Context: an optimization exercise on an open-source flow, tuned for small area, a short achievable clock period and few clock cycles per item. The choices shown serve that exercise and are no tape-out recipe.
Only simulation tests tie the RTL to the original design; equivalence was not proved.

==> flow/design.v <==
`timescale 1ns/1ps
module gcd(opa, opb, start, resetn, clk, result, done);
input wire [31:0] opa;
input wire [31:0] opb;
input wire start, resetn;
input wire clk;
output wire [31:0] result;
output wire done;
reg  [31:0] A, B;
reg  [4:0]  k;
reg         flag;        
reg         rest;        
reg         sc;          
reg         ys;          
reg         run_reg;
reg         done_reg;
reg         start_reg;
reg         first;       
wire done_now;
assign result = B;
assign done   = done_reg | done_now;
wire init  = start & ~start_reg & (~run_reg | done_now);
wire [31:0] X = sc ? 32'd0 : A;
wire [31:0] Y = ys ? B : 32'd0;
wire [31:0] xy_d;       
wire        xy_gt;      
wire        xy_same;    
absdiff ad0 (.x(X), .y(Y), .d(xy_d), .gt(xy_gt), .eq(xy_same));
wire [3:0] xl = X[4:1] ^ Y[4:1];
wire force1 = sc & (flag | ~A[0]);
wire [1:0] sh = force1 ? 2'd0 :
                xl[0] ? 2'd0 :
                xl[1] ? 2'd1 :
                xl[2] ? 2'd2 : 2'd3;
reg  [31:0] nA;
always @(*) begin
    case (sh)
        2'd0: nA = {1'b0, xy_d[31:1]};
        2'd1: nA = {2'b0, xy_d[31:2]};
        2'd2: nA = {3'b0, xy_d[31:3]};
        default: nA = {4'b0, xy_d[31:4]};
    endcase
end
wire nA0 = force1 ? B[1] : (|xl);           
wire swap   = sc | ~(xy_gt | xy_same);
wire finish = run_reg & ~rest & ~flag & xy_same;    
wire k1     = (k == 5'd1);
wire kz     = (k == 5'd0);
assign done_now = finish & ~sc & kz & ~first;
wire nflag = ~flag & ~A[0] & ~B[0];
wire nsc   = nflag | (sc & ~A[0]);
always @(posedge clk) begin
    if (init)
        A <= opa;
    else
        A <= nA;
end
always @(posedge clk) begin
    if (init)
        B <= opb;
    else if (run_reg & (rest | (finish & ~sc & ~kz)))
        B <= {B[30:0], 1'b0};
    else if (run_reg & swap)
        B <= A;
end
always @(posedge clk) begin
    if (init) begin
        k    <= 5'd0;
        flag <= 1'b0;
        sc   <= ~opb[0];
        ys   <= ~opb[0] | opa[0];
    end else begin
        if (rest | finish) begin
            k    <= k - 5'd1;
        end else begin
            if (flag) k <= k + 5'd1;
            flag <= nflag;
        end
        sc <= nsc;
        ys <= nsc | nA0;
    end
end
always @(posedge clk or negedge resetn) begin
    if (~resetn) begin
        run_reg   <= 1'b0;
        done_reg  <= 1'b0;
        start_reg <= 1'b0;
        rest      <= 1'b0;
        first     <= 1'b0;
    end else begin
        start_reg <= start;
        first     <= init;
        if (init) begin
            run_reg  <= 1'b1;
            done_reg <= 1'b0;
            rest     <= 1'b0;
        end else if (run_reg) begin
            if ((finish & (sc | kz | k1)) | (rest & k1)) begin
                run_reg  <= 1'b0;
                done_reg <= 1'b1;
                rest     <= 1'b0;
            end else if (finish) begin
                rest     <= 1'b1;
            end
        end
    end
end
endmodule
module absdiff(x, y, d, gt, eq);
input  [31:0] x, y;
output [31:0] d;
output gt, eq;
wire [31:0] g0 = x & ~y;
wire [31:0] p0 = ~(x ^ y);
wire [31:0] G [0:5];
wire [31:0] P [0:5];
assign G[0] = g0;
assign P[0] = p0;
genvar l, i;
generate
    for (l = 0; l < 5; l = l + 1) begin : lv
        for (i = 0; i < 32; i = i + 1) begin : bt
            if (i & (1 << l)) begin : op
                assign G[l+1][i] = G[l][i] | (P[l][i] & G[l][((i >> l) << l) - 1]);
                assign P[l+1][i] = P[l][i] & P[l][((i >> l) << l) - 1];
            end else begin : pass
                assign G[l+1][i] = G[l][i];
                assign P[l+1][i] = P[l][i];
            end
        end
    end
endgenerate
wire cin = G[5][31];
wire [31:0] c = {G[5][30:0] | (P[5][30:0] & {31{cin}}), cin};
assign d  = p0 ^ c ^ {32{~cin}};
assign gt = cin;
assign eq = P[5][31];
endmodule
Settings: LEC_CHECK=0, ABC_AREA=1, CAP_MARGIN=20, CORE_MARGIN=2, CORE_UTILIZATION=40, SLEW_MARGIN=20; clock period 4.0 ns.
standard.sh (not shown) runs the stock make flow with config.mk's settings and CLKGATE_MAP_FILE= SYNTH_SCRIPT=/design/flow/synth_recipe.tcl, a recipe that flattens the netlist after the stock synthesis.
==> flow/flow/run.sh <==
#!/bin/bash
set -e
export BUFFER_PORTS_ARGS="-buffer_cell sky130_fd_sc_hd__buf_1"
bash standard.sh > standard.log 2>&1
Testbench counts at the start, summed over its fixed seeds: cycles 169,285, items 8,000.
Change:
--- a/flow/design.v
+++ b/flow/design.v
@@ -16,9 +16,7 @@
 reg         done_reg;
 reg         start_reg;
-reg         first;       
-wire done_now;
 assign result = B;
-assign done   = done_reg | done_now;
-wire init  = start & ~start_reg & (~run_reg | done_now);
+assign done   = done_reg;
+wire init  = start & ~start_reg & ~run_reg;
 wire [31:0] X = sc ? 32'd0 : A;
 wire [31:0] Y = ys ? B : 32'd0;
@@ -47,5 +45,4 @@
 wire k1     = (k == 5'd1);
 wire kz     = (k == 5'd0);
-assign done_now = finish & ~sc & kz & ~first;
 wire nflag = ~flag & ~A[0] & ~B[0];
 wire nsc   = nflag | (sc & ~A[0]);
@@ -87,8 +84,6 @@
         start_reg <= 1'b0;
         rest      <= 1'b0;
-        first     <= 1'b0;
     end else begin
         start_reg <= start;
-        first     <= init;
         if (init) begin
             run_reg  <= 1'b1;
Result: Fmax went down slightly. Critical path depth is lower by 3. Core utilization goes up by 0.65 points. Clock skew falls by 7.3 ps. Design area came out higher slightly. Cell count went up by a few percent.
Testbench counts after the change, summed over its fixed seeds: cycles 174,482, items 8,000.

-- re-timing with driven ports --
How much do the figures lean on ideal ports? The routed layouts below were timed once more, with nothing changed but the port constraints.
Step 1: set_driving_cell puts a clkbuf_16 on clk and a buf_2 on each other input, an assumption about the parent block.
Step 2 times the ports against the registers' clock, not the clock port: input delays grow and output delays shrink by t, the midpoint of the rising clock arrivals with the driver on.
Three values: ideal, step 1, step 2; two values: the first two.
run	t, ns	slack for setup (ns)	clock arrival spread, ns
the first run	0.393	0.417 / 0.377 / 0.417	0.014 / 0.014
the second run	0.385	0.375 / 0.375 / 0.375	0.006 / 0.006
After both steps setup and hold are still met in every run listed.
